Background: an optimization exercise with open tools, aiming at small area and a short achievable clock period. Do not read the settings as production practice. No activity file was given, so power comes from the tool's default toggle rates.

alpha:
## DataPath16BitCpu_Clean
module DataPath16BitCpu_Clean(Clk,Reset,Restart,Ins,Mem_Out,PC,A,ALU_Out,B,MemWrite);
Size in the first run: ~1100 cells after synthesis, about 290 flip-flops, roughly 100 I/O pins, roughly 0.014 mm2 of cells after synthesis.
==> flow/config.mk <==
export PLATFORM = sky130hd
export DESIGN_NAME = DataPath16BitCpu_Clean
export DESIGN_NICKNAME = DataPath16BitCpu_Clean
export VERILOG_FILES = /design/flow/design.v
export SDC_FILE = /design/flow/constraint.sdc
export NUM_CORES = 4
export LEC_CHECK = 0
export CAP_MARGIN = 20
export CORE_MARGIN = 2
export CORE_UTILIZATION = 40
export PLACE_DENSITY = 0.6
export SLEW_MARGIN = 20
==> flow/constraint.sdc <==
create_clock -name core_clock -period 14.0 [get_ports {Clk}]
set_input_delay 2.8000 -clock core_clock [delete_from_list [all_inputs] [get_ports {Clk}]]
set_output_delay 2.8000 -clock core_clock [all_outputs]
set_load 0.01 [all_outputs]
standard.sh (not shown) runs the stock make flow with config.mk's settings and CLKGATE_MAP_FILE= SYNTH_SCRIPT=/design/flow/synth_recipe.tcl, a recipe that flattens the netlist after the stock synthesis.
==> flow/flow/run.sh <==
#!/bin/bash
# Layout flow: the standard flow (standard.sh) with these changes:
#  - synthesis is the standard flow's synthesis script (flow/synth.tcl) with other ABC
#    mapping scripts: modules on the input-to-output paths (RdPort AddrGen Add16) are mapped
#    for delay (flow/fast.abc), the rest for area (flow/area.abc); the
#    half/full-adder extraction is off. Registers are unchanged.
#  - port buffers are plain buf_4 cells;
#  - setup repair aims for a slack margin of 5 ns.
# Each step's full output goes to its own log file here.
set -euo pipefail
F=$(pwd)/flow
MY_ABC_SCRIPT=$F/area.abc MY_ABC_FAST_SCRIPT=$F/fast.abc MY_ABC_FAST_MODULES="RdPort AddrGen Add16" \
  bash standard.sh SYNTH_SCRIPT=$F/synth.tcl ADDER_MAP_FILE= SYNTH_HIERARCHICAL=1 SYNTH_MINIMUM_KEEP_SIZE=0 synth > synth.log 2>&1
bash standard.sh "BUFFER_PORTS_ARGS=-buffer_cell sky130_fd_sc_hd__buf_4" SETUP_SLACK_MARGIN=5  "CTS_ARGS=-sink_clustering_enable -repair_clock_nets -dont_use_dummy_load -buf_list {sky130_fd_sc_hd__clkbuf_4 sky130_fd_sc_hd__clkbuf_8} -sink_clustering_size 12 -sink_clustering_max_diameter 40" "BUFFER_PORTS_ARGS=-buffer_cell sky130_fd_sc_hd__buf_2" finish > layout.log 2>&1
==> flow/flow/area.abc <==
strash; dc2; &get -n; &dch -f; &nf -R 1000; &put
==> flow/flow/fast.abc <==
&get -n; &st; &dch; &nf; &put
==> flow/flow/synth.tcl <==
# The standard flow's synthesis script (synth_recipe.tcl) with one change: the ABC mapping
# script. MY_ABC_SCRIPT replaces ORFS's script; with SYNTH_HIERARCHICAL 1, the
# modules named in MY_ABC_FAST_MODULES are mapped with MY_ABC_FAST_SCRIPT
# instead. Registers are not touched by ABC.
proc synth {args} { yosys synth -nofsm -noshare {*}$args }
proc abc {args} {
  set i [lsearch -exact $args -script]
  if { $i < 0 || ![info exists ::env(MY_ABC_SCRIPT)] } {
    yosys abc {*}$args
    return
  }
  set fast {}
  if { [info exists ::env(MY_ABC_FAST_MODULES)] } { set fast $::env(MY_ABC_FAST_MODULES) }
  if { [llength $fast] > 0 } {
    set fargs $args
    lset fargs [expr {$i + 1}] $::env(MY_ABC_FAST_SCRIPT)
    yosys abc {*}$fargs {*}$fast
    # the rest: ABC leaves the cells mapped above alone
    lset args [expr {$i + 1}] $::env(MY_ABC_SCRIPT)
    yosys abc {*}$args
  } else {
    lset args [expr {$i + 1}] $::env(MY_ABC_SCRIPT)
    yosys abc {*}$args
  }
}
source $::env(SCRIPTS_DIR)/synth.tcl
# left out here: clear keep_hierarchy, flatten, clean up, hide names made inside functions, write 1_2_yosys.v
alpha completed every stage of the flow, and the final layout passed the timing, design-rule and antenna checks.
Relative to alpha, the following input files were edited for gamma:
--- a/flow/flow/run.sh
+++ b/flow/flow/run.sh
@@ -13,2 +13,2 @@
   bash standard.sh SYNTH_SCRIPT=$F/synth.tcl ADDER_MAP_FILE= SYNTH_HIERARCHICAL=1 SYNTH_MINIMUM_KEEP_SIZE=0 synth > synth.log 2>&1
-bash standard.sh "BUFFER_PORTS_ARGS=-buffer_cell sky130_fd_sc_hd__buf_4" SETUP_SLACK_MARGIN=5  "CTS_ARGS=-sink_clustering_enable -repair_clock_nets -dont_use_dummy_load -buf_list {sky130_fd_sc_hd__clkbuf_4 sky130_fd_sc_hd__clkbuf_8} -sink_clustering_size 12 -sink_clustering_max_diameter 40" "BUFFER_PORTS_ARGS=-buffer_cell sky130_fd_sc_hd__buf_2" finish > layout.log 2>&1
+bash standard.sh "BUFFER_PORTS_ARGS=-buffer_cell sky130_fd_sc_hd__buf_4" SETUP_SLACK_MARGIN=5  "CTS_ARGS=-sink_clustering_enable -repair_clock_nets -dont_use_dummy_load -buf_list {sky130_fd_sc_hd__clkbuf_4 sky130_fd_sc_hd__clkbuf_8} -sink_clustering_size 20 -sink_clustering_max_diameter 50" "BUFFER_PORTS_ARGS=-buffer_cell sky130_fd_sc_hd__buf_2" finish > layout.log 2>&1
==> notes.md <==
Number of optimization iterations in the first detailed-route pass in gamma is 2 below alpha. alpha consumes more power than gamma. Global-route wire length before repair for gamma: 460 um down relative to alpha. gamma: number of gates given a new drive strength after cts 1 above alpha. Fmax: alpha vs gamma — no meaningful difference. gamma vs. alpha: worst slack on hold paths barely changed, flip-flop and latch count barely changed, number of vias after detailed routing dropped 44. Initial antenna violation count: gamma vs alpha down 1. NOTE: global-route usage in gamma falls short of that of alpha. gamma -> alpha: critical path depth delta 0, exact match.
No run of this note included a check of the RTL's function; only the layout flow was run.

-- port drivers added, routing unchanged --
How much do the figures lean on ideal ports? The routed layouts below were timed once more, with nothing changed but the port constraints.
Step 1: set_driving_cell puts a clkbuf_16 on Clk and a buf_2 on each other input, an assumption about the parent block.
Step 2 moves the port delays by t, midway between the first and last clock arrival at a register: inputs arrive t later, outputs are due t later. That takes back most of the time a late clock gives input paths.
a / b / c = no drivers / after step 1 / after step 2; a / b = the first two.
run	shift t [ns]	slack for setup (ns)	latest minus earliest clock arrival (ns)
alpha	0.576	5.190 / 5.169 / 4.749	0.070 / 0.071
gamma	0.623	5.185 / 5.164 / 4.779	0.051 / 0.051
After both steps setup and hold are still met in every run listed. For alpha, which loses most, drivers alone change the setup slack by -0.021 ns; drivers and shift together by -0.441 ns.
